This is an optimization exercise on Yosys and OpenROAD, whose aim is small area, not a production implementation.
The RTL was checked by simulation tests, not by an equivalence proof against the original design.
No activity file was given, so power comes from the tool's default toggle rates.

===== flow/design.v =====
module crc_check(
input clk,
input rstn,
input start,
input in,
output done,
output crc_ok
);
reg [7:0] rem;
reg [5:0] cnt;
wire low_zero = (cnt[4:0] == 5'd0);
wire fb = (cnt[5] ^ cnt[4]) & ~low_zero;
always @(posedge clk)
if (start)
    rem <= {7'b0, in};
else
    rem <= {rem[6:0], in} ^ (rem[7] ? 8'h07 : 8'h00);
always @(posedge clk or negedge rstn)
if (~rstn)
    cnt <= 6'd0;
else if (start)
    cnt <= 6'b000011;
else
    cnt <= {cnt[4:0], fb};
assign done   = cnt[5] & low_zero;
assign crc_ok = (rem == 8'd0);
endmodule
module Protocol_analysis(
input sck,
input [40:0] pay_now_n,
input [40:0] pay_old_n,
input crc_bit_n,
input vld,
input rstn,
output [40:0] payload,
output pvld
);
reg live;
reg second_r;
reg first_r;
reg pvld_r;
wire done;
wire crc_ok;
always @(posedge sck)
if (vld)
    live <= ~done;
always @(posedge sck) begin
    second_r <= vld;
    first_r  <= ~vld;
end
always @(posedge sck or negedge rstn)
if (!rstn)
    pvld_r <= 1'b0;
else
    pvld_r <= done & live & crc_ok;
crc_check u_crc_check(
.clk(sck),
.rstn(rstn),
.start(vld),
.in(~crc_bit_n),
.done(done),
.crc_ok(crc_ok)
);
assign payload = ~((pay_old_n | {41{second_r}}) & (pay_now_n | {41{first_r}}));
assign pvld    = pvld_r;
endmodule
module Spi_to_pnb_trans(
output sdo
);
assign sdo = 1'b0;
endmodule
module Spi_to_pnb_rev(
input sck,
input cs,
input sdi,
output [40:0] pay_now_n,
output [40:0] pay_old_n,
output crc_bit_n,
output vld
);
reg [114:0] data_r;
reg [5:0]   tmr;
wire full = &tmr;
always @(posedge sck) begin
    data_r[114:18] <= data_r[113:17];
    data_r[17]     <= ~data_r[16];
    data_r[16:4]   <= data_r[15:3];
    data_r[2]     <= data_r[1];
    if (cs) begin
        data_r[3]   <= 1'b0;
        data_r[1:0] <= 2'b0;
        tmr         <= 6'b111110;
    end else begin
        data_r[3]   <= data_r[2];
        data_r[1:0] <= {data_r[0], sdi};
        tmr         <= {tmr[4:0], (tmr[5] ^ tmr[4]) | full};
    end
end
assign vld     = full && (data_r[80:65] == ~16'h55ab) && (data_r[7:0] == 8'haa);
assign crc_bit_n = data_r[64];
assign pay_now_n = data_r[57:17];
assign pay_old_n = data_r[114:74];
endmodule
module Spi_to_pnb_top(
inter_fpga_comms_cs,
inter_fpga_comms_sdo,
inter_fpga_comms_sck,
rst_n,
inter_fpga_comms_sdi,
payload,
pvld
);
input inter_fpga_comms_cs, inter_fpga_comms_sdo, inter_fpga_comms_sck, rst_n;
output inter_fpga_comms_sdi;
output [40:0] payload;
output pvld;
wire [40:0] pay_now_n;
wire [40:0] pay_old_n;
wire vld;
wire crc_bit_n;
Spi_to_pnb_rev u_spi_to_pnb_rev(
    .sck(inter_fpga_comms_sck),
    .cs(inter_fpga_comms_cs),
    .sdi(inter_fpga_comms_sdo),
    .pay_now_n(pay_now_n),
    .pay_old_n(pay_old_n),
    .crc_bit_n(crc_bit_n),
    .vld(vld)
);
Spi_to_pnb_trans u_spi_to_pnb_trans(
    .sdo(inter_fpga_comms_sdi)
);
Protocol_analysis u_protocol_analysis(
    .sck(inter_fpga_comms_sck),
    .pay_now_n(pay_now_n),
    .pay_old_n(pay_old_n),
    .crc_bit_n(crc_bit_n),
    .vld(vld),
    .rstn(rst_n),
    .payload(payload),
    .pvld(pvld)
);
endmodule

===== flow/flow/run.sh =====
#!/bin/bash
# Standard ORFS layout (the standard.sh, unchanged synthesis) with:
#  - port buffers of the smallest buffer cell instead of the default pick,
#  - clock tree built from small clock buffers, without dummy load cells.
set -euo pipefail
cd "$(dirname "$0")/.."
export BUFFER_PORTS_ARGS="-buffer_cell sky130_fd_sc_hd__buf_1"
export CTS_ARGS="-sink_clustering_enable -repair_clock_nets -dont_use_dummy_load -sink_buffer_max_cap_derate 1.0 -buf_list {sky130_fd_sc_hd__clkbuf_1 sky130_fd_sc_hd__clkbuf_2 sky130_fd_sc_hd__clkbuf_4}"
bash standard.sh > flow_standard.log 2>&1

===== flow/standard.sh =====
#!/bin/bash
# synth_recipe.tcl (not shown) runs the flow's synth.tcl, then flattens the netlist and writes it again
# the make line also repeats each setting of config.mk as NAME=value (left out here)
make -C /OpenROAD-flow-scripts/flow DESIGN_CONFIG=/design/flow/config.mk WORK_HOME=/design/flow/orfs CLKGATE_MAP_FILE= SYNTH_SCRIPT=/design/flow/synth_recipe.tcl "${@:-finish}"

===== flow/config.mk =====
export PLATFORM = sky130hd
export DESIGN_NAME = Spi_to_pnb_top
export DESIGN_NICKNAME = Spi_to_pnb_top
export VERILOG_FILES = /design/flow/design.v
export SDC_FILE = /design/flow/constraint.sdc
export NUM_CORES = 4
export LEC_CHECK = 0
export CAP_MARGIN = 20
export CORE_MARGIN = 2
export CORE_UTILIZATION = 70
export SLEW_MARGIN = 20

===== flow/constraint.sdc =====
create_clock -name core_clock -period 10.0 [get_ports {inter_fpga_comms_sck}]
set_input_delay 2.0000 -clock core_clock [delete_from_list [all_inputs] [get_ports {inter_fpga_comms_sck}]]
set_output_delay 2.0000 -clock core_clock [all_outputs]
set_load 0.01 [all_outputs]

==> results of run 1 <==
[path summary, 6_finish.rpt]
check,to,slack (ns),cells after the start
worst max-delay path,payload[3],5.71,3
max in group asynchronous,u_protocol_analysis.u_crc_check.cnt[0]$_DFF_PN0_,8.84,1
worst max register to register,u_protocol_analysis.u_crc_check.rem[7]$_SDFF_PP0_,8.31,4
min in group asynchronous,u_protocol_analysis.u_crc_check.cnt[4]$_DFF_PN0_,0.90,1
worst min register to register,u_spi_to_pnb_rev.data_r[10]$_DFF_P_,0.32,0
worst min-delay path,u_spi_to_pnb_rev.data_r[10]$_DFF_P_,0.32,0
[through the flow]
step,cell area [um^2],setup slack [ns],instances,total power [mW],utilization [%]
3_5_place_dp,3714,6.740,343,0.5797,77.59
5_1_grt,3837,5.408,360,0.8240,80.18
4_1_cts,3837,5.542,360,0.7997,80.18
2_1_floorplan,3502,7.113,241,0.5776,-
6_report,3837,5.706,360,0.7901,80.18
3_3_place_gp,3714,6.746,343,0.5796,77.59
[power by group through the flow]
| stage | Sequential [mW] | Clock, mW | Combinational, mW |
|---|---|---|---|
| 5_1_grt | 0.565 | 0.255 | 0.00385 |
| 2_1_floorplan | 0.575 | 0 | 0.00231 |
| 6_report | 0.564 | 0.223 | 0.00331 |
| 3_3_place_gp | 0.576 | 0 | 0.00337 |
| 4_1_cts | 0.564 | 0.233 | 0.00339 |
| 3_5_place_dp | 0.576 | 0 | 0.00338 |
[metal layers]
| metal | part of all wire (%) | track usage [%] | up-vias |
|---|---|---|---|
| met5 | 0 | 0 | - |
| met4 | 1.2 | 9.524 | 0 |
| met3 | 5.1 | 12.18 | 6 |
| met2 | 44 | 29.30 | 43 |
| met1 | 49 | 26.12 | 908 |
| li1 | - | - | 940 |
[cell families after synthesis]
kind of cell    Yosys count  share of synthesized area, %
flops                   139                         80.74
compound gates           44                         7.932
simple gates             38                         8.181
buf+inv                  15                         1.929
xor+xnor                  3                        0.7504
fa+ha+maj                 1                        0.3572
other cells               1                        0.1071
[cells in the final DEF (no fill, tap or decap)]
master / Yosys / routed
or2_2: 5 / 5
a21oi_1: 1 / 1
nor4b_1: 1 / 1
and2b_1: 3 / 3
clkbuf_1: 10 / 1
dfrtp_1: 7 / 7
nand3b_1: 1 / 1
o22ai_1: 41 / 41
nand4_2: 1 / 1
buf_4: 1 / 2
a211o_1: 1 / 1
nor2b_1: 10 / 10
nor3_4: 1 / 1
conb_1: 1 / 1
ha_1: 1 / 1
and4bb_2: 2 / 2
edfxtp_1: 1 / 1
dfxtp_1: 131 / 131
or2_1: 1 / 1
and4b_1: 1 / 1
nand3_1: 1 / 1
nor4b_2: 1 / 1
xnor2_1: 2 / 2
and3_1: 1 / 1
nor4_1: 2 / 2
nor4bb_1: 1 / 1
or4_1: 1 / 1
and4bb_1: 1 / 1
inv_1: 3 / 3
xor2_1: 1 / 1
buf_1: 0 / 45
nor2_1: 3 / 3
o31ai_1: 1 / 1
clkbuf_4: 0 / 16
nand2_1: 1 / 1
[layout make-up]
| type | instances | area [um^2] | area share [%] |
|---|---|---|---|
| Sequential cell | 139 | 2828 | 73.69 |
| Tap cell | 67 | 83.83 | 2.185 |
| Multi-Input combinational cell | 87 | 606.8 | 15.81 |
| Timing Repair Buffer | 47 | 183.9 | 4.793 |
| Inverter | 3 | 11.26 | 0.2934 |
| Clock buffer | 17 | 123.9 | 3.228 |
[registers in the layout, indices dropped and copies added, names as in the netlist]
signal / count
u_protocol_analysis.first_r: 1
u_protocol_analysis.live: 1
u_protocol_analysis.pvld_r: 1
u_protocol_analysis.second_r: 1
u_protocol_analysis.u_crc_check.cnt: 6
u_protocol_analysis.u_crc_check.rem: 8
u_spi_to_pnb_rev.data_r: 115
u_spi_to_pnb_rev.tmr: 6
==> results.yml, run 1 <==
sta:
  hold_ws_ns: 0.3168
  fmax_mhz: 232.9
  tns_ns: 0
  fin_crit_sh_pct: 42.94
  clock_skew_ns: 0.02538
  layout_min_cycle_time_ns: 4.294
  rsz0062_at_grt: "no"
  drv_slew: 0
  setup_violations: 0
  tightest_slew_ns: 0.8277
  hold_viol: 0
  slew-limit-headroom_pct: 44.82
global_route:
  grt_pass1_wl_um: 8052
  grt_antenna_before_repair: 0
  grt_pass1_vias: 1731
  grt-ovfl-total: 0
  grt_max_degree: 30
  grt_use_total_pct: 20.86
cts:
  cts_root_buf: "clkbuf_1"
  clk_latency_ns: 0.96
  cts_tree: "yes"
  cts_setup_buffers: 0
  path_clk_slew_ns: 0.11
  cts_inserted_buffers: 17
  cts-hold-fix-buffers: 0
  clock-sinks: 139
  cts_resized: 0
  cts.htree.levels: 4
  cts.path.max_buffers: 2
yosys:
  synth_flop_cell: "dfxtp_1"
  syn_inst: 241
  async_flop_share_pct: 5.036
  synth_edf_count: 1
  synth_common_cells: "131 x dfxtp_1, 41 x o22ai_1, 10 x clkbuf_1, 10 x nor2b_1, 7 x dfrtp_1"
  ys_types: 34
  yosysTopAreaCellShare_pct: 74.88
  syn_nets: 246
  yosysSeqAreaShare_pct: 80.74
  yosysWarnings: 3
  yosysMostFrequentCell: "dfxtp_1"
  syn-cell-area_um2: 3502
  syn-mean-instance-area_um2: 14.53
  ys_top_cells_by_area: "dfxtp_1 75%, o22ai_1 7.3%, dfrtp_1 5.0%, nor2b_1 1.8%, clkbuf_1 1.1%"
  yosysTopAreaCell: "dfxtp_1"
  ys_seq_elements: 139
floorplan:
  dieWidth_um: 74.73
  core_area_um2: 4786
  die_y_um: 74.73
  rows: 25
  io-pin-count: 47
  dieArea_um2: 5585
  initial_utilization_pct: 73.18
outcome:
  run_status: "finished clean"
critical_path:
  crit_path_start: "u_protocol_analysis.second_r$_DFF_P_"
  crit_chain: "buf_4, o22ai_1, buf_1"
  required_ns: 8.00
  crit_family: "flip-flops"
  critPathSlowestCell: "dfxtp_1"
  cp_data_arrival_time_ns: 2.29
  reg2reg_from: "u_spi_to_pnb_rev.data_r[2]$_DFF_P_"
  slowest_delay_ns: 0.64
  crit_type: "reg2out"
  cp_max_fo: 27
  cp-start-kind: "flip-flop"
  critPathCaptureType: "output pin"
  critPathBufInv: 2
finish:
  nets: 300
  drive_gt1_share_pct: 9.556
  fillers: 313
  syn_to_final_growth_pct: 9.575
  n_antenna_cell: 0
detailed_routing:
  wire_per_inst_um: 14.34
  vias_per_cell: 5.269
  num_vias: 1897
  firstDrtPassIters: 4
  drc: 0
  detail-route-antenna-nets: 0
  drt-initial-drc-count: 40
  routed_wl_um: 5162
pwr:
  p_sw_share_pct: 19.37
  peakVddDrop_mv: 0.1427
  p_comb_share_pct: 0.4
  p_sw_mw: 0.1531
  power-per-cell-area_nw_per_um2: 205.9
  p_seq_share_pct: 71.3
  p_leak_nw: 1.501
  p_int_mw: 0.6370
  p_clk_share_pct: 28.2
flow_run:
  drv_cap: 0
worst_hold_path:
  hp-class: "reg2reg"
  min_from: "u_spi_to_pnb_rev.data_r[9]$_DFF_P_"
placed_design:
  dp_hpwl_um: 3271
  routabilityCongestion: 0.7498
  numPortBuffers: 45
==> run 2: changes to the inputs <==
==> flow/design.v (replaced) <==
module crc_check(
input clk,
input rstn,
input start,
input in,
output done,
output crc_ok,
output idle,
output restarted
);
localparam [7:0] R_INV = 8'b1010_1000;
reg  [7:0] rem_r;
wire [7:0] rem = rem_r ^ R_INV;
reg  [5:0] cnt;
wire low_zero = (cnt[4:0] == 5'd0);
wire fb = (cnt[5] ^ cnt[4]) & ~low_zero;
always @(posedge clk)
if (start)
    rem_r <= {7'b0, in} ^ R_INV;
else
    rem_r <= ({rem[6:0], in} ^ (rem[7] ? 8'h07 : 8'h00)) ^ R_INV;
always @(posedge clk or negedge rstn)
if (~rstn)
    cnt <= 6'd0;
else if (start)
    cnt <= 6'b000011;
else
    cnt <= {cnt[4:0], fb};
assign done      = cnt[5] & low_zero;
assign crc_ok    = (rem == 8'd0);
assign idle      = (cnt == 6'b000000);
assign restarted = (cnt == 6'b000011);
endmodule
module Protocol_analysis(
input sck,
input [40:0] pay_now_n,
input [40:0] pay_old_n,
input crc_bit,
input vld,
input rstn,
output [40:0] payload,
output pvld
);
reg live;
reg pvld_r;
wire done;
wire crc_ok;
wire idle;
wire restarted;
always @(posedge sck)
if (vld)
    live <= ~done;
always @(posedge sck or negedge rstn)
if (!rstn)
    pvld_r <= 1'b0;
else
    pvld_r <= done & live & crc_ok;
crc_check u_crc_check(
.clk(sck),
.rstn(rstn),
.start(vld),
.in(crc_bit),
.done(done),
.crc_ok(crc_ok),
.idle(idle),
.restarted(restarted)
);
assign payload = ~((pay_old_n | {41{restarted}}) & (pay_now_n | {41{idle}}));
assign pvld    = pvld_r;
endmodule
module Spi_to_pnb_trans(
output sdo
);
assign sdo = 1'b0;
endmodule
module Spi_to_pnb_rev(
input sck,
input cs,
input sdi,
output [40:0] pay_now_n,
output [40:0] pay_old_n,
output crc_bit,
output vld
);
localparam [114:0] S_INV = {{112{1'b1}}, 3'b001};
localparam [5:0]   T_INV = 6'b101010;
reg  [114:0] data_r;
reg  [5:0]   tmr_r;
wire [114:0] s = data_r ^ S_INV;
wire [5:0]   t = tmr_r ^ T_INV;
wire full = &t;
always @(posedge sck) begin
    data_r[114:4] <= data_r[113:3];
    data_r[2]     <= data_r[1];
    if (cs) begin
        data_r[3] <= S_INV[3];
        data_r[1] <= S_INV[1];
        data_r[0] <= S_INV[0];
        tmr_r     <= 6'b111110 ^ T_INV;
    end else begin
        data_r[3] <= s[2] ^ S_INV[3];
        data_r[1] <= s[0] ^ S_INV[1];
        data_r[0] <= sdi ^ S_INV[0];
        tmr_r     <= {t[4:0], (t[5] ^ t[4]) | full} ^ T_INV;
    end
end
assign vld     = full && (s[80:65] == 16'h55ab) && (s[7:0] == 8'haa);
assign crc_bit = s[64];
assign pay_now_n = data_r[57:17];
assign pay_old_n = data_r[114:74];
endmodule
module Spi_to_pnb_top(
inter_fpga_comms_cs,
inter_fpga_comms_sdo,
inter_fpga_comms_sck,
rst_n,
inter_fpga_comms_sdi,
payload,
pvld
);
input inter_fpga_comms_cs, inter_fpga_comms_sdo, inter_fpga_comms_sck, rst_n;
output inter_fpga_comms_sdi;
output [40:0] payload;
output pvld;
wire [40:0] pay_now_n;
wire [40:0] pay_old_n;
wire vld;
wire crc_bit;
Spi_to_pnb_rev u_spi_to_pnb_rev(
    .sck(inter_fpga_comms_sck),
    .cs(inter_fpga_comms_cs),
    .sdi(inter_fpga_comms_sdo),
    .pay_now_n(pay_now_n),
    .pay_old_n(pay_old_n),
    .crc_bit(crc_bit),
    .vld(vld)
);
Spi_to_pnb_trans u_spi_to_pnb_trans(
    .sdo(inter_fpga_comms_sdi)
);
Protocol_analysis u_protocol_analysis(
    .sck(inter_fpga_comms_sck),
    .pay_now_n(pay_now_n),
    .pay_old_n(pay_old_n),
    .crc_bit(crc_bit),
    .vld(vld),
    .rstn(rst_n),
    .payload(payload),
    .pvld(pvld)
);
endmodule
--- a/flow/config.mk
+++ b/flow/config.mk
@@ -5,6 +5,7 @@
 export SDC_FILE = /design/flow/constraint.sdc
 export NUM_CORES = 4
 export LEC_CHECK = 0
+export ABC_AREA = 1
 export CAP_MARGIN = 20
 export CORE_MARGIN = 2
 export CORE_UTILIZATION = 70
==> run 2 against run 1 <==
Still clean. Clock-buffer cell count is the same. Via count is 22% higher. Final area increased by 8.1%. Global-route usage rose by 0.11 points. Critical path depth is 2 higher. Die area up 8.3%. Non-clock buffer count down 1. Final cell count is 37% higher. First-iteration DRC count increased by 100%. Clock power hardly changed. Worst hold slack gained 0.013 ns. Synthesized area is 8.8% higher. Critical endpoint is now payload[22]. Largest cell class unchanged. Largest power group unchanged. Highest routed layer unchanged.
==> results.yml, run 2 <==
outcome:
  run_status: "finished clean"
critical_path:
  cp_max_fo: 41
  cp_data_arrival_time_ns: 2.60
  cp-start-kind: "flip-flop"
  crit_chain: "inv_1, ha_1, and3_2, o21ai_0, buf_1"
  reg2reg_slack_ns: 8.71
  required_ns: 8.00
  reg2reg_depth: 8
  slowest_delay_ns: 0.59
  critPathSlowestCell: "and3_2"
  crit_type: "reg2out"
  critPathCaptureType: "output pin"
global_route:
  grt_pass1_vias: 2257
  grt_antenna_before_repair: 0
  grt_pass1_wl_um: 9570
  grt_use_total_pct: 20.97
  grt-ovfl-total: 0
  grt_max_degree: 42
yosys:
  yosys.area_share.adder_pct: 0.3285
  yosysMostFrequentCell: "dfxtp_1"
  yosysTopAreaCell: "dfxtp_1"
  ys_seq_elements: 137
  syn_inst: 370
  syn-mean-instance-area_um2: 10.29
  ys_top_cells_by_area: "dfxtp_1 68%, nand2_1 7.0%, inv_1 6.1%, dfrtp_1 4.6%, o21ai_0 4.3%"
  synth-compound-area-share_pct: 5.519
  async_flop_share_pct: 5.109
  synth_common_cells: "129 x dfxtp_1, 71 x nand2_1, 62 x inv_1"
  ys_types: 26
  synth_flop_cell: "dfxtp_1"
  synth-simple-area-share_pct: 12.29
  yosysSeqAreaShare_pct: 73.19
  yosysWarnings: 3
  synth_edf_count: 1
  muxShareOfSynthArea_pct: 0
  syn_nets: 375
  yosysTopAreaCellShare_pct: 67.81
  synth_xor_area_share_pct: 0.9198
  synth_top_family_by_area: "simple AND/OR/NAND/NOR gates"
  syn-cell-area_um2: 3809
sta:
  layout_min_cycle_time_ns: 4.596
  slew-limit-headroom_pct: 45.64
  fmax_mhz: 217.6
  hold_viol: 0
  drv_slew: 0
  fin_crit_sh_pct: 45.96
  tightest_slew_ns: 0.8154
  clock_skew_ns: 0.02260
  tns_ns: 0
  rsz0062_at_grt: "no"
  setup_violations: 0
floorplan:
  io-pin-count: 47
  dieArea_um2: 6047
  die_y_um: 77.76
  rows: 26
  dieWidth_um: 77.76
  initial_utilization_pct: 73.63
  core_area_um2: 5172
pwr:
  peakVddDrop_mv: 0.1791
  p_comb_share_pct: 0.5
  p_clk_share_pct: 28.2
  p_sw_share_pct: 19.40
  p_sw_mw: 0.1513
  p_seq_share_pct: 71.3
  power-per-cell-area_nw_per_um2: 188.0
  finalPower_mw: 0.7799
  p_int_mw: 0.6286
  p_leak_nw: 1.580
detailed_routing:
  drc: 0
  wire_per_inst_um: 11.12
  vias_per_cell: 4.690
  routed_wl_um: 5492
  drt-initial-drc-count: 81
  firstDrtPassIters: 4
  detail-route-antenna-nets: 0
  num_vias: 2317
finish:
  largestRegisters: "u_spi_to_pnb_rev.data_r x115, u_protocol_analysis.u_crc_check.rem_r x8"
  layout_commonest_cell: "dfxtp_1"
  largest_reg_flops: 115
  regArea_um2: 2788
  final_area_um2: 4148
  regMostFlops: "u_spi_to_pnb_rev.data_r"
  fillers: 368
  syn_to_final_growth_pct: 8.903
  multi_input_area_um2: 730.7
  n_antenna_cell: 0
  nets: 431
  layout_common_cells: "129 x dfxtp_1, 71 x nand2_1, 62 x inv_1, 45 x buf_1, 33 x o21ai_0"
  drive_gt1_share_pct: 5.896
worst_hold_path:
  hp-class: "reg2reg"
  hold_depth: 0
cts:
  cts_root_buf: "clkbuf_1"
  cts_tree: "yes"
  cts_resized: 0
  cts.path.max_buffers: 2
  clk_latency_ns: 0.95
  cts.htree.levels: 4
  cts_setup_buffers: 0
  cts-hold-fix-buffers: 0
  cts_inserted_buffers: 17
  path_clk_slew_ns: 0.11
  clock-sinks: 137
placed_design:
  routabilityCongestion: 0.8122
  dp_hpwl_um: 3786
  numPortBuffers: 45
  post_dp_cell_area_um2: 4023
flow_run:
  drv_cap: 0
==> run 2: changes by cell type after synthesis, sizes merged, moves of 3 or more <==
cell | before | now
and4bb | 3 | 0
buf | 2 | 9
or2 | 6 | 0
o22ai | 41 | 0
nor2b | 10 | 0
clkbuf | 10 | 0
nor2 | 3 | 27
o21ai | 0 | 41
nand2 | 1 | 72
nand4 | 1 | 6
and2b | 3 | 0
inv | 3 | 63
==> run 2: worst paths after layout <==
check / startpoint / endpoint
hold / removal: u_spi_to_pnb_rev.data_r[104]$_DFF_P_ / u_spi_to_pnb_rev.data_r[105]$_DFF_P_
max in group asynchronous: rst_n / u_protocol_analysis.u_crc_check.cnt[1]$_DFF_PN0_
hold reg to reg: u_spi_to_pnb_rev.data_r[104]$_DFF_P_ / u_spi_to_pnb_rev.data_r[105]$_DFF_P_
min in group asynchronous: rst_n / u_protocol_analysis.u_crc_check.cnt[5]$_DFF_PN0_
setup reg to reg: u_spi_to_pnb_rev.data_r[77]$_DFF_P_ / u_protocol_analysis.u_crc_check.cnt[3]$_DFF_PN0_
setup / recovery: u_protocol_analysis.u_crc_check.cnt[4]$_DFF_PN0_ / payload[22]
==> run 2: routing by layer <==
layer / GRT usage [%] / vias up / wire [um] / part of all wire, %
li1: - / 1220 / - / -
met1: 24.59 / 1051 / 2592 / 47
met2: 33.10 / 39 / 2565 / 47
met3: 9.302 / 7 / 253 / 4.6
met4: 9.643 / 0 / 80 / 1.5
met5: 0 / - / 0 / 0
==> run 2: per-stage QoR <==
step / utilization, % / setup slack [ns] / hold slack, ns / cells
after floorplan: - / 6.795 / 0.3096 / 370
after global placement: 77.77 / 6.034 / 0.3118 / 477
after detailed placement: 77.77 / 5.959 / 0.3138 / 477
after CTS: 80.16 / 4.787 / 0.3330 / 494
after global routing: 80.19 / 5.068 / 0.3382 / 494
final: 80.19 / 5.404 / 0.3294 / 494
==> run 2: power by group through the flow <==
stage	logic, mW	clock network [mW]	registers, mW
after floorplan	0.00236	0	0.568
after global placement	0.00345	0	0.568
after detailed placement	0.00363	0	0.569
after CTS	0.00365	0.231	0.556
after global routing	0.00418	0.254	0.557
final	0.00353	0.220	0.556
==> run 2: area by class of cell <==
type                       count  share of cell area [%]
multi-input combinational    160                   17.62
inverter                      64                   5.822
sequential                   137                   67.21
timing repair buffer          46                   4.253
tap                           70                   2.112
clock buffer                  17                   2.986
==> run 2: cells by family after synthesis <==
family	Yosys count
other	1
and+or+nand+nor	112
adders and majority gates	1
AOI/OAI and AO/OA	42
DFF	137
xor gates and xnor gates	4
buffers and inverters	73
==> run 2: critical path, delay by kind of cell (launching register included) <==
family | cells | cell delay [ns]
simple gates | 1 | 0.59
flops | 1 | 0.37
buf+inv | 2 | 0.28
compound gates | 1 | 0.21
fa+ha+maj | 1 | 0.18
==> run 3: changes to the inputs <==
--- a/flow/config.mk
+++ b/flow/config.mk
@@ -5,7 +5,6 @@
 export SDC_FILE = /design/flow/constraint.sdc
 export NUM_CORES = 4
 export LEC_CHECK = 0
-export ABC_AREA = 1
 export CAP_MARGIN = 20
 export CORE_MARGIN = 2
 export CORE_UTILIZATION = 70
==> run 3 against run 2 <==
Maximum frequency up 3.2%. Clock-buffer cell count is the same. Utilization grew 0.10 points. Register-to-register slack lost 0.70 ns. Clock power is essentially flat. Total power is 0.11% lower. Wire length down 4.0%. Global-route usage hardly changed. Synthesized cell count decreased by 34%. Critical path depth is 2 higher. Still clean on timing, DRC and antenna. Final area fell by 8.0%. Largest cell class unchanged. Sequential power about the same.
==> results.yml, run 3 <==
placed_design:
  numPortBuffers: 45
  routabilityCongestion: 0.7589
  dp_hpwl_um: 3358
  place_worst_setup_slack_ns: 6.506
yosys:
  syn-cell-area_um2: 3471
  syn_nets: 251
  synth_edf_count: 1
  ys_seq_elements: 137
  synth_flop_cell: "dfxtp_1"
  syn_inst: 246
  ys_types: 28
  yosysTopAreaCell: "dfxtp_1"
  yosysTopAreaCellShare_pct: 74.41
  synth_common_cells: "129 x dfxtp_1, 41 x o22ai_1, 13 x nor2_1"
  ys_top_cells_by_area: "dfxtp_1 74%, o22ai_1 7.4%, dfrtp_1 5.0%, nand2b_1 1.4%, nor4bb_1 1.4%"
  syn-mean-instance-area_um2: 14.11
  yosysWarnings: 3
  yosysMostFrequentCell: "dfxtp_1"
  async_flop_share_pct: 5.109
  yosysSeqAreaShare_pct: 80.32
floorplan:
  rows: 25
  io-pin-count: 47
  die_y_um: 74.42
  dieWidth_um: 74.42
  initial_utilization_pct: 73.00
  core_area_um2: 4755
  dieArea_um2: 5538
cts:
  clock-sinks: 137
  cts_root_buf: "clkbuf_1"
  cts_tree: "yes"
  cts_setup_buffers: 0
  cts-hold-fix-buffers: 0
  cts.htree.levels: 4
  path_clk_slew_ns: 0.10
  cts.path.max_buffers: 2
  cts_inserted_buffers: 17
  clk_latency_ns: 0.96
  cts_resized: 0
critical_path:
  crit_type: "reg2out"
  critPathBufInv: 3
  reg2reg_to: "u_protocol_analysis.u_crc_check.cnt[4]$_DFF_PN0_"
  critPathSlowestCell: "dfrtp_1"
  reg2reg_slack_ns: 8.01
  slowest_delay_ns: 0.37
  critPathCaptureType: "output pin"
  crit_chain: "inv_1, ha_1, nand2_1, nor2_2, buf_4, o22ai_1, buf_1"
  required_ns: 8.00
  cp_max_fo: 41
  reg2reg_depth: 4
  crit_family: "buffers and inverters"
  reg2reg_from: "u_spi_to_pnb_rev.data_r[6]$_DFF_P_"
  cp-start-kind: "flip-flop"
  cp_data_arrival_time_ns: 2.45
  critical_path_depth: 7
  crit_path_start: "u_protocol_analysis.u_crc_check.cnt[4]$_DFF_PN0_"
pwr:
  p_leak_nw: 1.484
  finalPower_mw: 0.7790
  peakVddDrop_mv: 0.1628
  power-per-cell-area_nw_per_um2: 204.1
finish:
  nets: 306
  syn_to_final_growth_pct: 9.986
  largestRegisters: "u_spi_to_pnb_rev.data_r x115, u_protocol_analysis.u_crc_check.rem_r x8"
  layout_common_cells: "129 x dfxtp_1, 45 x buf_1, 41 x o22ai_1, 16 x clkbuf_4, 12 x nor2_1"
  layout_commonest_cell: "dfxtp_1"
  n_antenna_cell: 0
  largest_reg_flops: 115
  drive_gt1_share_pct: 8.361
  regMostFlops: "u_spi_to_pnb_rev.data_r"
  fin_util_pct: 80.29
global_route:
  grt_use_total_pct: 21.01
  grt_pass1_wl_um: 8314
  grt_max_degree: 42
  grt_pass1_vias: 1825
  grt_antenna_before_repair: 0
  grt-ovfl-total: 0
sta:
  slew-limit-headroom_pct: 46.02
  worst_slack_ns: 5.546
  tightest_slew_ns: 0.8097
  clock_skew_ns: 0.03305
  fin_crit_sh_pct: 44.54
  hold_viol: 0
  setup_violations: 0
  layout_min_cycle_time_ns: 4.454
  rsz0062_at_grt: "no"
  drv_slew: 0
  hold_ws_ns: 0.3248
  tns_ns: 0
  fmax_mhz: 224.5
detailed_routing:
  detail-route-antenna-nets: 0
  vias_per_cell: 5.219
  num_vias: 1910
  drc: 0
  drt-initial-drc-count: 58
  routed_wl_um: 5271
  firstDrtPassIters: 4
  wire_per_inst_um: 14.40
outcome:
  run_status: "finished clean"
worst_hold_path:
  hp-class: "reg2reg"
  hold_depth: 0
  min_to: "u_spi_to_pnb_rev.data_r[64]$_DFF_P_"
  min_from: "u_spi_to_pnb_rev.data_r[63]$_DFF_P_"
flow_run:
  drv_cap: 0
-- run 3: cell count changes after synthesis, sizes merged, moves of 3 or more --
cell / previous run / this run
nand2: 72 / 4
inv: 63 / 4
o21ai: 41 / 0
o22ai: 0 / 41
nor2: 27 / 13
clkbuf: 0 / 9
nand2b: 0 / 8
buf: 9 / 2
nor4bb: 0 / 5
nand4: 6 / 2
and2b: 0 / 3
-- run 3: worst max path at each step --
| stage | end | slack [ns] |
|---|---|---|
| floorplan | payload[0] | 6.61 |
| finish | payload[9] | 5.55 |
| detailed placement | payload[26] | 6.51 |
| CTS | payload[26] | 5.44 |
| global route | payload[19] | 5.26 |
| global placement | payload[40] | 6.56 |
-- run 3: power breakdown --
part | leakage [nW] | switching, mW | internal, mW
registers | 1.16 | 0.00315 | 0.553
clock network | 0.0748 | 0.145 | 0.0745
logic | 0.248 | 0.00185 | 0.00140
-- run 3: layer usage --
metal | vias up | track usage [%] | wire length [um]
met4 | 0 | 8.929 | 59
met1 | 893 | 26.56 | 2476
met3 | 6 | 10.98 | 259
met5 | - | 0 | 0
met2 | 49 | 30.48 | 2476
li1 | 962 | - | -
-- run 3: area by class of cell --
| type | count | area [um^2] |
|---|---|---|
| Inverter | 4 | 15.01 |
| Clock buffer | 17 | 123.9 |
| Timing Repair Buffer | 47 | 183.9 |
| Tap cell | 67 | 83.83 |
| Multi-Input combinational cell | 94 | 623.1 |
| Fill cell | 299 | 937.1 |
| Sequential cell | 137 | 2788 |
-- run 3: cells by family (layout without fill, tap and decap cells) --
family                     Yosys count  count (layout)  synth area share (%)
buffers and inverters               15              68                 1.947
other                                1               1                0.1080
and+or+nand+nor                     44              44                 8.039
xor gates and xnor gates             3               3                0.7572
AOI/OAI and AO/OA                   45              45                 8.472
DFF                                137             137                 80.32
adders and majority gates            1               1                0.3604
-- run 3: metrics by stage --
step	std cells	instance area (um^2)
3_3_place_gp	349	3694
6_report	366	3817
4_1_cts	366	3817
3_5_place_dp	349	3694
5_1_grt	366	3817
2_1_floorplan	246	3471
==> run 4: changes to the inputs <==
==> flow/flow/run.sh (replaced) <==
#!/bin/bash
# Standard ORFS layout (the standard.sh, unchanged synthesis) with:
#  - port buffers of the smallest buffer cell instead of the default pick,
#  - clock tree built from small clock buffers, without dummy load cells.
set -euo pipefail
cd "$(dirname "$0")/.."
export BUFFER_PORTS_ARGS="-buffer_cell sky130_fd_sc_hd__buf_1"
export CTS_ARGS="-sink_clustering_enable -sink_clustering_levels 2 -sink_clustering_size 12 -repair_clock_nets -dont_use_dummy_load -buf_list {sky130_fd_sc_hd__clkbuf_2 sky130_fd_sc_hd__clkbuf_4}"
bash standard.sh > flow_standard.log 2>&1
==> run 4 against run 3 <==
Non-clock buffer count is the same. Via count rose by 0.79%. Synthesized cell count did not move. Register-to-register slack about the same. Die area stayed put. Highest routed layer unchanged. Total power grew 0.37%. Worst hold slack worse by 0.0031 ns.
==> results.yml, run 4 <==
outcome:
  run_status: "finished clean"
floorplan:
  core_area_um2: 4755
  dieArea_um2: 5538
  die_y_um: 74.42
  dieWidth_um: 74.42
  initial_utilization_pct: 73.00
  io-pin-count: 47
  rows: 25
detailed_routing:
  drt-initial-drc-count: 45
  vias_per_cell: 5.260
  routed_wl_um: 5217
  wire_per_inst_um: 14.25
  detail-route-antenna-nets: 0
  drt-met1-wl_um: 2442
  drc: 0
  highest_layer: "met4"
  met2WireLength_um: 2422
  num_vias: 1925
  wl_met3_um: 294
  firstDrtPassIters: 4
global_route:
  grt_antenna_before_repair: 0
  grt-ovfl-total: 0
  grt_max_degree: 42
  grt_pass1_wl_um: 8321
  grt_use_total_pct: 21.01
  grt_pass1_vias: 1831
flow_run:
  drv_cap: 0
sta:
  fin_crit_sh_pct: 39.67
  slew-limit-headroom_pct: 57.12
  tightest_slew_ns: 0.6384
  worst_slack_ns: 6.033
  tns_ns: 0
  hold_viol: 0
  drv_slew: 0
  fmax_mhz: 252.1
  layout_min_cycle_time_ns: 3.967
  setup_violations: 0
  rsz0062_at_grt: "no"
  clock_skew_ns: 0.03100
cts:
  cts_root_buf: "clkbuf_4"
  cts_resized: 0
  cts_setup_buffers: 0
  clk_latency_ns: 0.48
  cts_tree: "yes"
  cts.path.max_buffers: 2
  clock-sinks: 137
  cts_inserted_buffers: 17
  cts.htree.levels: 4
  path_clk_slew_ns: 0.09
  cts-hold-fix-buffers: 0
yosys:
  syn_inst: 246
  synth_edf_count: 1
  synth_xor_area_share_pct: 0.7570
  yosysWarnings: 3
  ys_seq_elements: 137
  async_flop_share_pct: 5.109
  synth-compound-area-share_pct: 8.472
  yosysSeqAreaShare_pct: 80.32
  yosysTopAreaCellShare_pct: 74.41
  yosysTopAreaCell: "dfxtp_1"
  synth_top_family_by_area: "compound AO/OA/AOI/OAI gates"
  yosys.area_share.adder_pct: 0.3605
  syn_nets: 251
  yosysMostFrequentCell: "dfxtp_1"
  ys_top_cells_by_area: "dfxtp_1 74%, o22ai_1 7.4%, dfrtp_1 5.0%, nand2b_1 1.4%, nor4bb_1 1.4%"
  syn-cell-area_um2: 3471
  muxShareOfSynthArea_pct: 0
  syn-mean-instance-area_um2: 14.11
  ys_types: 28
  synth_common_cells: "129 x dfxtp_1, 41 x o22ai_1, 13 x nor2_1"
  synth_flop_cell: "dfxtp_1"
  synth-simple-area-share_pct: 8.039
critical_path:
  critPathSlowestCell: "dfrtp_1"
  reg2reg_from: "u_spi_to_pnb_rev.data_r[6]$_DFF_P_"
  required_ns: 8.00
  cp-start-kind: "flip-flop"
  crit_chain: "inv_1, ha_1, nand2_1, nor2_2, buf_4, o22ai_1, buf_1"
  critPathBufInv: 3
  critical_path_depth: 7
  cp_max_fo: 41
  crit_family: "buffers and inverters"
  reg2reg_depth: 4
  critPathCaptureType: "output pin"
  slowest_delay_ns: 0.36
  reg2reg_to: "u_protocol_analysis.u_crc_check.cnt[4]$_DFF_PN0_"
  crit_type: "reg2out"
  crit_path_start: "u_protocol_analysis.u_crc_check.cnt[4]$_DFF_PN0_"
  crit_path_end: "payload[26]"
  reg2reg_slack_ns: 8.01
  cp_data_arrival_time_ns: 1.97
finish:
  layout_commonest_cell: "dfxtp_1"
  regMostFlops: "u_spi_to_pnb_rev.data_r"
  drive_gt1_share_pct: 8.696
  largest_reg_flops: 115
  layout_common_cells: "129 x dfxtp_1, 45 x buf_1, 41 x o22ai_1, 17 x clkbuf_4, 12 x nor2_1"
  multi_input_area_um2: 623.1
  n_antenna_cell: 0
  regArea_um2: 2788
  fillers: 299
  nets: 306
  syn_to_final_growth_pct: 10.09
  largestRegisters: "u_spi_to_pnb_rev.data_r x115, u_protocol_analysis.u_crc_check.rem_r x8"
placed_design:
  dp_hpwl_um: 3358
  numPortBuffers: 45
  place_worst_setup_slack_ns: 6.506
  routabilityCongestion: 0.7589
worst_hold_path:
  hp-class: "reg2reg"
pwr:
  p_leak_nw: 1.488
  peakVddDrop_mv: 0.1630
  power-per-cell-area_nw_per_um2: 204.6
[run 4: logic make-up (layout without fill, tap and decap cells)]
group / Yosys count / in the layout
AOI/OAI and AO/OA: 45 / 45
xor gates and xnor gates: 3 / 3
adders and majority gates: 1 / 1
buffers and inverters: 15 / 68
DFF: 137 / 137
other: 1 / 1
and+or+nand+nor: 44 / 44
[run 4: worst register-to-register path: stages, from the launching register on]
cell and delay [ns]:
dfxtp_1 0.34, nor4bb_1 0.34, nand4_1 0.25, nor4_4 0.67, and2b_1 0.26
[run 4: stage by stage]
| step | instances | power [mW] | utilization [%] | cell area, um^2 | hold WS (ns) |
|---|---|---|---|---|---|
| after floorplan | 246 | 0.5699 | - | 3471 | 0.3096 |
| after global placement | 349 | 0.5715 | 77.68 | 3694 | 0.3122 |
| after detailed placement | 349 | 0.5719 | 77.68 | 3694 | 0.3128 |
| after CTS | 366 | 0.7904 | 80.37 | 3821 | 0.3229 |
| after global routing | 366 | 0.8117 | 80.37 | 3821 | 0.3206 |
| final | 366 | 0.7819 | 80.37 | 3821 | 0.3218 |
[run 4: area by class of cell]
| cell class | instances | area share [%] |
|---|---|---|
| repair buffers | 47 | 4.813 |
| well taps | 67 | 2.194 |
| multi-input cells | 94 | 16.31 |
| inverters | 4 | 0.3929 |
| clock buffers | 17 | 3.340 |
| flip-flops and latches | 137 | 72.95 |
[run 4: worst min path at each step]
stage                                        startpoint                                  end  cells after the start
floorplan            u_spi_to_pnb_rev.data_r[9]$_DFF_P_  u_spi_to_pnb_rev.data_r[10]$_DFF_P_                      0
CTS                 u_spi_to_pnb_rev.data_r[63]$_DFF_P_  u_spi_to_pnb_rev.data_r[64]$_DFF_P_                      0
global route        u_spi_to_pnb_rev.data_r[63]$_DFF_P_  u_spi_to_pnb_rev.data_r[64]$_DFF_P_                      0
detailed placement  u_spi_to_pnb_rev.data_r[61]$_DFF_P_  u_spi_to_pnb_rev.data_r[62]$_DFF_P_                      0
global placement    u_spi_to_pnb_rev.data_r[16]$_DFF_P_  u_spi_to_pnb_rev.data_r[17]$_DFF_P_                      0
finish              u_spi_to_pnb_rev.data_r[63]$_DFF_P_  u_spi_to_pnb_rev.data_r[64]$_DFF_P_                      0
[run 4: power breakdown]
| group | switching (mW) | total, mW | internal (mW) |
|---|---|---|---|
| Sequential | 0.00317 | 0.556 | 0.553 |
| Clock | 0.145 | 0.223 | 0.0779 |
| Combinational | 0.00185 | 0.00325 | 0.00140 |
[run 4: metal layers]
layer  track usage [%]  vias to the layer above
li1                  -                      965
met1             26.56                      901
met2             30.48                       54
met3             10.16                        5
met4             10.12                        0
met5                 0                        -
==> run 5: changes to the inputs <==
==> flow/flow/run.sh (replaced) <==
#!/bin/bash
# Standard ORFS layout (the standard.sh, unchanged synthesis) with:
#  - port buffers of the smallest buffer cell instead of the default pick,
#  - clock tree built from small clock buffers, without dummy load cells.
set -euo pipefail
cd "$(dirname "$0")/.."
export BUFFER_PORTS_ARGS="-buffer_cell sky130_fd_sc_hd__buf_1"
export CTS_ARGS="-sink_clustering_enable -sink_clustering_levels 1 -sink_clustering_size 30 -sink_clustering_max_diameter 100 -repair_clock_nets -dont_use_dummy_load -buf_list {sky130_fd_sc_hd__clkbuf_4 sky130_fd_sc_hd__clkbuf_8}"
bash standard.sh > flow_standard.log 2>&1
==> run 5 against run 4 <==
Sequential cell count is the same. Clock-buffer cell count did not move. Wire length is 0.40% higher. Synthesized cell count unchanged. Worst setup slack improved by 0.074 ns. Critical path depth is the same. Synthesized area is the same. Die area stayed put. Clock skew decreased by 0.012 ns. Critical endpoint unchanged. Highest routed layer unchanged.
==> results.yml, run 5 <==
critical_path:
  crit_type: "reg2out"
  reg2reg_depth: 4
  critPathCaptureType: "output pin"
  crit_chain: "inv_1, ha_1, nand2_1, nor2_2, buf_4, o22ai_1, buf_1"
  slowest_delay_ns: 0.35
  reg2reg_slack_ns: 8.02
  critPathSlowestCell: "dfrtp_1"
  cp-start-kind: "flip-flop"
  crit_family: "buffers and inverters"
  cp_data_arrival_time_ns: 1.89
  reg2reg_to: "u_protocol_analysis.u_crc_check.cnt[4]$_DFF_PN0_"
  required_ns: 8.00
  critPathBufInv: 3
  reg2reg_from: "u_spi_to_pnb_rev.data_r[6]$_DFF_P_"
  cp_max_fo: 41
sta:
  tightest_slew_ns: 0.6476
  slew-limit-headroom_pct: 56.50
  hold_viol: 0
  fin_crit_sh_pct: 38.93
  rsz0062_at_grt: "no"
  drv_slew: 0
  tns_ns: 0
  layout_min_cycle_time_ns: 3.893
  setup_violations: 0
  clock_skew_ns: 0.01899
  fmax_mhz: 256.9
yosys:
  synth_edf_count: 1
  yosysSeqAreaShare_pct: 80.32
  ys_top_cells_by_area: "dfxtp_1 74%, o22ai_1 7.4%, dfrtp_1 5.0%, nand2b_1 1.4%, nor4bb_1 1.4%"
  syn_inst: 246
  yosysTopAreaCellShare_pct: 74.41
  async_flop_share_pct: 5.109
  syn_nets: 251
  yosysTopAreaCell: "dfxtp_1"
  synth_flop_cell: "dfxtp_1"
  yosysMostFrequentCell: "dfxtp_1"
  ys_types: 28
  syn-cell-area_um2: 3471
  syn-mean-instance-area_um2: 14.11
  ys_seq_elements: 137
  synth_common_cells: "129 x dfxtp_1, 41 x o22ai_1, 13 x nor2_1"
  yosysWarnings: 3
floorplan:
  initial_utilization_pct: 73.00
  rows: 25
  die_y_um: 74.42
  dieArea_um2: 5538
  io-pin-count: 47
  core_area_um2: 4755
  dieWidth_um: 74.42
finish:
  regArea_um2: 2788
  layout_commonest_cell: "dfxtp_1"
  regMostFlops: "u_spi_to_pnb_rev.data_r"
  layout_common_cells: "129 x dfxtp_1, 45 x buf_1, 41 x o22ai_1, 17 x clkbuf_8, 12 x nor2_1"
  drive_gt1_share_pct: 8.696
  nets: 306
  n_antenna_cell: 0
  multi_input_area_um2: 623.1
  largest_reg_flops: 115
  syn_to_final_growth_pct: 13.16
  largestRegisters: "u_spi_to_pnb_rev.data_r x115, u_protocol_analysis.u_crc_check.rem_r x8"
  final_area_um2: 3928
  fillers: 282
detailed_routing:
  vias_per_cell: 5.284
  routed_wl_um: 5238
  wire_per_inst_um: 14.31
  drt-initial-drc-count: 61
  detail-route-antenna-nets: 0
  drc: 0
  num_vias: 1934
  firstDrtPassIters: 4
worst_hold_path:
  min_to: "u_spi_to_pnb_rev.data_r[64]$_DFF_P_"
  hp-class: "reg2reg"
  hold_depth: 0
  min_from: "u_spi_to_pnb_rev.data_r[63]$_DFF_P_"
cts:
  cts_setup_buffers: 0
  clk_latency_ns: 0.40
  cts-hold-fix-buffers: 0
  cts.htree.levels: 4
  cts_tree: "yes"
  cts_inserted_buffers: 17
  cts_resized: 0
  path_clk_slew_ns: 0.06
  cts_root_buf: "clkbuf_8"
  cts.path.max_buffers: 2
  clock-sinks: 137
placed_design:
  post_dp_cell_area_um2: 3694
  numPortBuffers: 45
  dp_hpwl_um: 3358
  routabilityCongestion: 0.7589
global_route:
  grt_pass1_vias: 1838
  top_usage_layer: "met2"
  grt-ovfl-total: 0
  use_met2_pct: 30.09
  use_met3_pct: 9.756
  grt_pass1_wl_um: 8355
  use_met1_pct: 27.10
  grt_antenna_before_repair: 0
  grt_max_degree: 42
  grt_use_total_pct: 21.07
flow_run:
  drv_cap: 0
pwr:
  power-per-cell-area_nw_per_um2: 220.1
  peakVddDrop_mv: 0.1607
  p_leak_nw: 1.532
outcome:
  run_status: "finished clean"
-- run 5: cell types whose count changed in the layout (fill, tap and decap cells not counted) --
cell / delta
clkbuf_4: -17
clkbuf_8: +17
-- run 5: logic make-up after synthesis --
kind of cell             Yosys count  share of synthesized area (%)
flip-flops                       137                          80.32
other                              1                         0.1080
AND/OR/NAND/NOR                   44                          8.039
XOR/XNOR                           3                         0.7572
adder cells (fa/ha/maj)            1                         0.3604
AO/OA/AOI/OAI                     45                          8.472
buffers and inverters             15                          1.947
-- run 5: how the worst max path moves through the flow --
stage	startpoint	end	depth (start not counted)
after floorplan	u_protocol_analysis.u_crc_check.cnt[4]$_DFF_PN0_	payload[0]	6
after CTS	u_protocol_analysis.u_crc_check.cnt[4]$_DFF_PN0_	payload[26]	7
after detailed placement	u_protocol_analysis.u_crc_check.cnt[4]$_DFF_PN0_	payload[26]	7
after global placement	u_protocol_analysis.u_crc_check.cnt[4]$_DFF_PN0_	payload[40]	7
after global routing	u_protocol_analysis.u_crc_check.cnt[4]$_DFF_PN0_	payload[19]	7
final	u_protocol_analysis.u_crc_check.cnt[4]$_DFF_PN0_	payload[26]	7
-- run 5: layout make-up --
type | instances | area share, %
clock buffer | 17 | 5.957
inverter | 4 | 0.3823
multi-input combinational | 94 | 15.86
sequential | 137 | 70.98
tap | 67 | 2.134
timing repair buffer | 47 | 4.683
-- run 5: worst reg2reg max path, stage by stage, from the launching register on --
cell and delay (ns):
dfxtp_1 0.33, nor4bb_1 0.34, nand4_1 0.25, nor4_4 0.67
and2b_1 0.26
-- run 5: report_power, final --
part / internal, mW / switching, mW
clock: 0.149 / 0.155
combinational: 0.00140 / 0.00183
sequential: 0.554 / 0.00310
-- run 5: routing by layer --
| layer | wire length [um] | share of wire, % |
|---|---|---|
| met1 | 2532 | 48 |
| met2 | 2412 | 46 |
| met3 | 219 | 4.2 |
| met4 | 74 | 1.4 |
| met5 | 0 | 0 |
-- run 5: metrics by stage --
| step | setup WS, ns | std cells | util, % | power [mW] | hold slack, ns |
|---|---|---|---|---|---|
| floorplan | 6.607 | 246 | - | 0.5699 | 0.3096 |
| global route | 5.944 | 366 | 82.61 | 0.8943 | 0.3169 |
| CTS | 6.060 | 366 | 82.61 | 0.8734 | 0.3193 |
| detailed placement | 6.506 | 349 | 77.68 | 0.5719 | 0.3128 |
| global placement | 6.557 | 349 | 77.68 | 0.5715 | 0.3122 |
| finish | 6.107 | 366 | 82.61 | 0.8646 | 0.3193 |
==> run 6: changes to the inputs <==
--- a/flow/design.v
+++ b/flow/design.v
@@ -86,25 +86,20 @@
 localparam [5:0]   T_INV = 6'b101010;
 reg  [114:0] data_r;
 reg  [5:0]   tmr_r;
+reg          vld_r;
 wire [114:0] s = data_r ^ S_INV;
 wire [5:0]   t = tmr_r ^ T_INV;
 wire full = &t;
+wire [114:0] s_nx = cs ? {s[113:3], 1'b0, s[1], 2'b00}
+                       : {s[113:0], sdi};
+wire [5:0]   t_nx = cs ? 6'b111110
+                       : {t[4:0], (t[5] ^ t[4]) | full};
 always @(posedge sck) begin
-    data_r[114:4] <= data_r[113:3];
-    data_r[2]     <= data_r[1];
-    if (cs) begin
-        data_r[3] <= S_INV[3];
-        data_r[1] <= S_INV[1];
-        data_r[0] <= S_INV[0];
-        tmr_r     <= 6'b111110 ^ T_INV;
-    end else begin
-        data_r[3] <= s[2] ^ S_INV[3];
-        data_r[1] <= s[0] ^ S_INV[1];
-        data_r[0] <= sdi ^ S_INV[0];
-        tmr_r     <= {t[4:0], (t[5] ^ t[4]) | full} ^ T_INV;
-    end
+    data_r <= s_nx ^ S_INV;
+    tmr_r  <= t_nx ^ T_INV;
+    vld_r  <= (&t_nx) && (s_nx[80:65] == 16'h55ab) && (s_nx[7:0] == 8'haa);
 end
-assign vld     = full && (s[80:65] == 16'h55ab) && (s[7:0] == 8'haa);
+assign vld     = vld_r;
 assign crc_bit = s[64];
 assign pay_now_n = data_r[57:17];
 assign pay_old_n = data_r[114:74];
==> flow/flow/run.sh (replaced) <==
#!/bin/bash
# Standard ORFS layout (the standard.sh, unchanged synthesis) with:
#  - port buffers of the smallest buffer cell instead of the default pick,
#  - clock tree built from small clock buffers, without dummy load cells.
set -euo pipefail
cd "$(dirname "$0")/.."
export BUFFER_PORTS_ARGS="-buffer_cell sky130_fd_sc_hd__buf_1"
export CTS_ARGS="-sink_clustering_enable -repair_clock_nets -dont_use_dummy_load -sink_buffer_max_cap_derate 1.0 -buf_list {sky130_fd_sc_hd__clkbuf_1 sky130_fd_sc_hd__clkbuf_2 sky130_fd_sc_hd__clkbuf_4}"
bash standard.sh > flow_standard.log 2>&1
==> run 6 against run 5 <==
Register-to-register slack better by 0.55 ns. Largest cell class unchanged. Highest routed layer unchanged. Critical endpoint is now payload[29]. Wire length is 4.6% lower. Sequential cell count is 1 higher. Non-clock buffer count stayed put. Still clean. First-iteration DRC count is 41% higher. Critical path type unchanged. Critical path depth is 1 lower.
==> results.yml, run 6 <==
sta:
  hold_ws_ns: 0.3188
  tightest_slew_ns: 0.7643
  slew-limit-headroom_pct: 49.05
  fmax_mhz: 225.5
  tns_ns: 0
  fin_crit_sh_pct: 44.34
  layout_min_cycle_time_ns: 4.434
  setup_violations: 0
  drv_slew: 0
  worst_slack_ns: 5.566
  hold_viol: 0
  rsz0062_at_grt: "no"
  clock_skew_ns: 0.02754
cts:
  cts_setup_buffers: 0
  cts_inserted_buffers: 17
  path_clk_slew_ns: 0.11
  cts.htree.levels: 4
  cts_tree: "yes"
  cts-hold-fix-buffers: 0
  cts.path.max_buffers: 2
  clk_latency_ns: 0.91
  clock-sinks: 138
  cts_resized: 0
  cts_root_buf: "clkbuf_1"
critical_path:
  cp_data_arrival_time_ns: 2.43
  critPathCaptureType: "output pin"
  crit_type: "reg2out"
  reg2reg_from: "u_spi_to_pnb_rev.data_r[67]$_DFF_P_"
  required_ns: 8.00
  cp-start-kind: "flip-flop"
  cp_max_fo: 41
  crit_path_start: "u_protocol_analysis.u_crc_check.cnt[4]$_DFF_PN0_"
pwr:
  power-per-cell-area_nw_per_um2: 206.0
  peakVddDrop_mv: 0.1322
  p_leak_nw: 1.463
detailed_routing:
  detail-route-antenna-nets: 0
  num_vias: 1882
  drt-initial-drc-count: 86
  firstDrtPassIters: 4
  vias_per_cell: 5.156
  routed_wl_um: 4999
  wire_per_inst_um: 13.70
  drc: 0
worst_hold_path:
  min_from: "u_spi_to_pnb_rev.data_r[8]$_DFF_P_"
  hp-class: "reg2reg"
placed_design:
  dp_hpwl_um: 3167
  place_worst_setup_slack_ns: 6.510
  routabilityCongestion: 0.7825
  numPortBuffers: 45
floorplan:
  io-pin-count: 47
  core_area_um2: 4755
  dieArea_um2: 5526
  dieWidth_um: 74.34
  initial_utilization_pct: 72.84
  rows: 25
  die_y_um: 74.34
global_route:
  grt-ovfl-total: 0
  grt_max_degree: 42
  grt_pass1_vias: 1726
  grt_use_total_pct: 20.60
  grt_pass1_wl_um: 8004
  grt_antenna_before_repair: 0
yosys:
  yosysMostFrequentCell: "dfxtp_1"
  synth_common_cells: "130 x dfxtp_1, 41 x o22ai_1, 15 x nor2_1"
  ys_top_cells_by_area: "dfxtp_1 75%, o22ai_1 7.4%, dfrtp_1 5.1%, nor2_1 1.6%, clkbuf_1 1.1%"
  synth_edf_count: 1
  ys_seq_elements: 138
  yosysWarnings: 3
  syn-mean-instance-area_um2: 14.02
  async_flop_share_pct: 5.072
  syn-cell-area_um2: 3463
  yosysTopAreaCell: "dfxtp_1"
  yosysSeqAreaShare_pct: 81.07
  syn_inst: 247
  synth_flop_cell: "dfxtp_1"
  ys_types: 34
  yosysTopAreaCellShare_pct: 75.14
  syn_nets: 252
finish:
  syn_to_final_growth_pct: 9.791
  layout_commonest_cell: "dfxtp_1"
  nets: 305
  regMostFlops: "u_spi_to_pnb_rev.data_r"
  layout_common_cells: "130 x dfxtp_1, 45 x buf_1, 41 x o22ai_1, 16 x clkbuf_4, 15 x nor2_1"
  largestRegisters: "u_spi_to_pnb_rev.data_r x115, u_protocol_analysis.u_crc_check.rem_r x8"
  n_antenna_cell: 0
  fin_util_pct: 79.97
  fillers: 305
  largest_reg_flops: 115
  drive_gt1_share_pct: 6.711
outcome:
  run_status: "finished clean"
flow_run:
  drv_cap: 0
[run 6: changes by cell type in the layout (fill, tap and decap cells not counted), moves of 2 or more]
cell and delta:
inv_1 -2, clkbuf_8 -17, nor4bb_1 -3, nand2_1 -3, clkbuf_4 +16, nand2b_1 -2
nor2_1 +3, nor2b_1 +5, or4_1 +2, and2b_1 -3
[run 6: stage by stage]
step	std cells	power, mW	instance area, um^2
global route	365	0.8126	3802
finish	365	0.7835	3802
floorplan	247	0.5737	3463
CTS	365	0.7916	3802
detailed placement	348	0.5755	3679
global placement	348	0.5754	3679
[run 6: final timing paths]
path	end	slack, ns	depth (start not counted)
max	payload[29]	5.57	6
min	u_spi_to_pnb_rev.data_r[9]$_DFF_P_	0.32	0
max reg2reg	u_spi_to_pnb_rev.vld_r$_DFF_P_	8.57	3
min reg2reg	u_spi_to_pnb_rev.data_r[9]$_DFF_P_	0.32	0
max in group asynchronous	u_protocol_analysis.u_crc_check.cnt[3]$_DFF_PN0_	8.73	1
min in group asynchronous	u_protocol_analysis.u_crc_check.cnt[1]$_DFF_PN0_	0.96	1
[run 6: worst max-delay path, stage by stage (launching register included)]
cell and delay (ns):
dfrtp_1 0.39, inv_1 0.08, ha_1 0.18, and4_1 0.18
buf_4 0.36, o22ai_1 0.18, buf_1 0.16
[run 6: per-layer routing]
| metal | wire, um | vias up | GRT usage [%] |
|---|---|---|---|
| met5 | 0 | - | 0 |
| met4 | 50 | 0 | 10.12 |
| met3 | 260 | 5 | 9.350 |
| met2 | 2161 | 54 | 28.77 |
| met1 | 2527 | 862 | 27.51 |
| li1 | - | 961 | - |
[run 6: layout make-up]
| cell class | count | area, um^2 | area share (%) |
|---|---|---|---|
| inverter | 2 | 7.507 | 0.1974 |
| timing repair buffer | 47 | 183.9 | 4.837 |
| clock buffer | 17 | 123.9 | 3.258 |
| tap | 67 | 83.83 | 2.205 |
| sequential | 138 | 2808 | 73.84 |
| multi-input combinational | 94 | 595.6 | 15.66 |
[run 6: cells by family after synthesis]
group | after synthesis | share of synthesized area [%]
other | 1 | 0.1083
DFF | 138 | 81.07
and+or+nand+nor | 46 | 8.129
xor gates and xnor gates | 3 | 0.7588
AOI/OAI and AO/OA | 43 | 7.840
adders and majority gates | 1 | 0.3612
buffers and inverters | 15 | 1.734
[run 6: power by group]
part / internal, mW / switching (mW) / total (mW)
clock: 0.0744 / 0.146 / 0.221
sequential: 0.557 / 0.00289 / 0.560
combinational: 0.00118 / 0.00178 / 0.00296
total: 0.633 / 0.151 / 0.783
==> run 7: changes to the inputs <==
--- a/flow/design.v
+++ b/flow/design.v
@@ -11,7 +11,9 @@
 localparam [7:0] R_INV = 8'b1010_1000;
 reg  [7:0] rem_r;
 wire [7:0] rem = rem_r ^ R_INV;
-reg  [5:0] cnt;
+localparam [5:0] C_INV = 6'b000010;
+reg  [5:0] cnt_r;
+wire [5:0] cnt = cnt_r ^ C_INV;
 wire low_zero = (cnt[4:0] == 5'd0);
 wire fb = (cnt[5] ^ cnt[4]) & ~low_zero;
 always @(posedge clk)
@@ -21,15 +23,15 @@
     rem_r <= ({rem[6:0], in} ^ (rem[7] ? 8'h07 : 8'h00)) ^ R_INV;
 always @(posedge clk or negedge rstn)
 if (~rstn)
-    cnt <= 6'd0;
+    cnt_r <= C_INV;
 else if (start)
-    cnt <= 6'b000011;
+    cnt_r <= 6'b000011 ^ C_INV;
 else
-    cnt <= {cnt[4:0], fb};
+    cnt_r <= {cnt[4:0], fb} ^ C_INV;
 assign done      = cnt[5] & low_zero;
 assign crc_ok    = (rem == 8'd0);
-assign idle      = (cnt == 6'b000000);
-assign restarted = (cnt == 6'b000011);
+assign idle      = cnt_r[1];
+assign restarted = cnt_r[0];
 endmodule
 module Protocol_analysis(
 input sck,
--- a/flow/config.mk
+++ b/flow/config.mk
@@ -7,5 +7,5 @@
 export LEC_CHECK = 0
 export CAP_MARGIN = 20
 export CORE_MARGIN = 2
-export CORE_UTILIZATION = 70
+export CORE_UTILIZATION = 85
 export SLEW_MARGIN = 20
==> run 7 against run 6 <==
Sequential share of layout area up 1.3 points. Die area down 18%. First-iteration DRC count up 140%. Sequential cell count unchanged. Sequential power about the same. Highest routed layer unchanged. Critical path type unchanged. Largest cell class unchanged. Worst hold slack better by 0.0079 ns. Final area down 1.7%. Final cell count down 6.3%. Critical endpoint is now payload[9]. Via count up 15%. Clock-buffer cell count unchanged. Non-clock buffer count down 1.
==> results.yml, run 7 <==
sta:
  tightest_slew_ns: 0.8681
  clock_skew_ns: 0.03052
  setup_violations: 0
  fmax_mhz: 219.3
  layout_min_cycle_time_ns: 4.560
  tns_ns: 0
  rsz0062_at_grt: "no"
  worst_slack_ns: 5.440
  drv_slew: 0
  fin_crit_sh_pct: 45.60
  hold_viol: 0
  hold_ws_ns: 0.3267
  slew-limit-headroom_pct: 42.13
cts:
  cts_resized: 0
  path_clk_slew_ns: 0.11
  clk_latency_ns: 0.99
  cts.htree.levels: 4
  cts_root_buf: "clkbuf_1"
  cts_tree: "yes"
  cts_inserted_buffers: 17
  cts.path.max_buffers: 2
  cts_setup_buffers: 0
  cts-hold-fix-buffers: 0
  clock-sinks: 138
finish:
  layout_common_cells: "130 x dfxtp_1, 45 x buf_1, 41 x o22ai_1, 16 x clkbuf_4, 14 x nor2_1"
  largestRegisters: "u_spi_to_pnb_rev.data_r x115, u_protocol_analysis.u_crc_check.rem_r x8"
  regMostFlops: "u_spi_to_pnb_rev.data_r"
  layout_commonest_cell: "dfxtp_1"
  syn_to_final_growth_pct: 9.054
  n_antenna_cell: 0
  nets: 298
  largest_reg_flops: 115
  fillers: 102
  drive_gt1_share_pct: 6.507
  layout.cells.non_filler: 342
floorplan:
  die_y_um: 67.50
  rows: 23
  io-pin-count: 47
  initial_utilization_pct: 86.92
  dieArea_um2: 4556
  dieWidth_um: 67.50
  core_area_um2: 3943
pwr:
  peakVddDrop_mv: 0.1556
  finalPower_mw: 0.7975
  power-per-cell-area_nw_per_um2: 213.4
  p_leak_nw: 1.448
yosys:
  syn-cell-area_um2: 3427
  yosysTopAreaCellShare_pct: 75.94
  yosysMostFrequentCell: "dfxtp_1"
  yosysSeqAreaShare_pct: 81.96
  synth_edf_count: 1
  synth_flop_cell: "dfxtp_1"
  ys_types: 29
  syn_nets: 246
  synth_common_cells: "130 x dfxtp_1, 41 x o22ai_1, 14 x nor2_1"
  ys_seq_elements: 138
  syn_inst: 242
  yosysWarnings: 3
  async_flop_share_pct: 5.072
  syn-mean-instance-area_um2: 14.16
  ys_top_cells_by_area: "dfxtp_1 76%, o22ai_1 7.5%, dfrtp_1 4.4%, nor2_1 1.5%, clkbuf_1 1.3%"
  yosysTopAreaCell: "dfxtp_1"
placed_design:
  dp_cells: 325
  place_worst_setup_slack_ns: 6.569
  numPortBuffers: 45
  dp_hpwl_um: 4631
  routabilityCongestion: 0.7803
critical_path:
  crit_chain: "o22ai_1, buf_1"
  slowest_delay_ns: 1.10
  crit_type: "reg2out"
  cp_data_arrival_time_ns: 2.56
  critPathCaptureType: "output pin"
  cp-start-kind: "flip-flop"
  required_ns: 8.00
  cp_max_fo: 43
  critPathSlowestCell: "dfstp_2"
detailed_routing:
  drt-initial-drc-count: 206
  detail-route-antenna-nets: 0
  num_vias: 2157
  vias_per_cell: 6.307
  routed_wl_um: 8502
  drc: 0
  wire_per_inst_um: 24.86
  firstDrtPassIters: 5
flow_run:
  drv_cap: 0
global_route:
  grt_use_total_pct: 40.73
  grt_antenna_before_repair: 0
  grt_max_degree: 44
  grt_pass1_vias: 2309
  grt-ovfl-total: 0
  grt_pass1_wl_um: 12270
worst_hold_path:
  hp-class: "reg2reg"
outcome:
  run_status: "finished clean"
==> run 7: final timing paths <==
path	start	to	slack, ns	depth (start not counted)
max in group asynchronous	rst_n	u_protocol_analysis.pvld_r$_DFF_PN0_	8.77	1
min in group asynchronous	rst_n	u_protocol_analysis.u_crc_check.cnt_r[3]$_DFF_PN0_	0.90	1
setup / recovery	u_protocol_analysis.u_crc_check.cnt_r[1]$_DFF_PN1_	payload[9]	5.44	2
hold / removal	u_spi_to_pnb_rev.data_r[63]$_DFF_P_	u_spi_to_pnb_rev.data_r[64]$_DFF_P_	0.33	0
setup reg to reg	u_protocol_analysis.u_crc_check.cnt_r[1]$_DFF_PN1_	u_protocol_analysis.pvld_r$_DFF_PN0_	7.73	3
hold reg to reg	u_spi_to_pnb_rev.data_r[63]$_DFF_P_	u_spi_to_pnb_rev.data_r[64]$_DFF_P_	0.33	0
==> run 7: critical path, delay by kind of cell (launching register included) <==
kind | cells | cell delay (ns)
AOI/OAI and AO/OA | 1 | 0.25
buffers and inverters | 1 | 0.21
DFF | 1 | 1.10
==> run 7: cell type report <==
class	count	area, um^2	area share (%)
Inverter	1	3.754	0.1004
Multi-Input combinational cell	90	561.8	15.03
Tap cell	50	62.56	1.674
Timing Repair Buffer	46	176.4	4.720
Sequential cell	138	2809	75.16
Clock buffer	17	123.9	3.314
==> run 7: cell families (layout without fill, tap and decap cells) <==
| kind of cell | count (synthesis) | after routing | synth area share, % |
|---|---|---|---|
| AO/OA/AOI/OAI | 44 | 44 | 8.069 |
| XOR/XNOR | 3 | 3 | 0.7668 |
| buffers and inverters | 14 | 64 | 1.643 |
| flip-flops | 138 | 138 | 81.96 |
| other | 1 | 1 | 0.1094 |
| AND/OR/NAND/NOR | 42 | 42 | 7.448 |
==> run 7: power breakdown <==
part	internal, mW	switching [mW]	total (mW)
clock	0.0747	0.157	0.232
sequential	0.557	0.00425	0.561
combinational	0.00146	0.00250	0.00396
total	0.633	0.164	0.798
==> run 7: through the flow <==
| stage | util (%) | area, um^2 |
|---|---|---|
| floorplan | - | 3427 |
| global placement | 91.65 | 3613 |
| detailed placement | 91.65 | 3613 |
| CTS | 94.80 | 3737 |
| global route | 94.80 | 3737 |
| finish | 94.80 | 3737 |
==> run 7: routing by layer <==
metal	global-route usage, %	part of all wire [%]
met3	16.00	7.3
met5	0	0
met2	66.18	52
met1	42.45	35
met4	30.10	5.3

static timing again, ports no longer ideal:
How much do the figures lean on ideal ports? The routed layouts below were timed once more, with nothing changed but the port constraints. Step 1: set_driving_cell puts a clkbuf_16 on inter_fpga_comms_sck and a buf_2 on each other input, an assumption about the parent block. Step 2 also shifts input and output timing later by t, the mid clock arrival at the registers, as if the neighbouring blocks saw the same clock. Three values: ideal, step 1, step 2; two values: the first two.
run	t, ns	setup WS [ns]	hold WS [ns]	worst register clock-pin slew, ns
run 1	0.978	5.706 / 5.677 / 6.656	0.317 / 0.317 / 0.317	0.11 / 0.11
run 2	0.974	5.404 / 5.372 / 6.347	0.329 / 0.329 / 0.329	0.11 / 0.11
run 3	0.970	5.546 / 5.515 / 6.485	0.325 / 0.325 / 0.325	0.12 / 0.12
run 4	0.488	6.033 / 6.005 / 6.493	0.322 / 0.322 / 0.322	0.11 / 0.11
run 5	0.421	6.107 / 6.077 / 6.498	0.319 / 0.319 / 0.319	0.07 / 0.07
run 6	0.929	5.566 / 5.537 / 6.466	0.319 / 0.319 / 0.319	0.12 / 0.12
run 7	1.018	5.440 / 5.404 / 6.422	0.327 / 0.327 / 0.327	0.12 / 0.12
After both steps setup and hold are still met in every run listed.
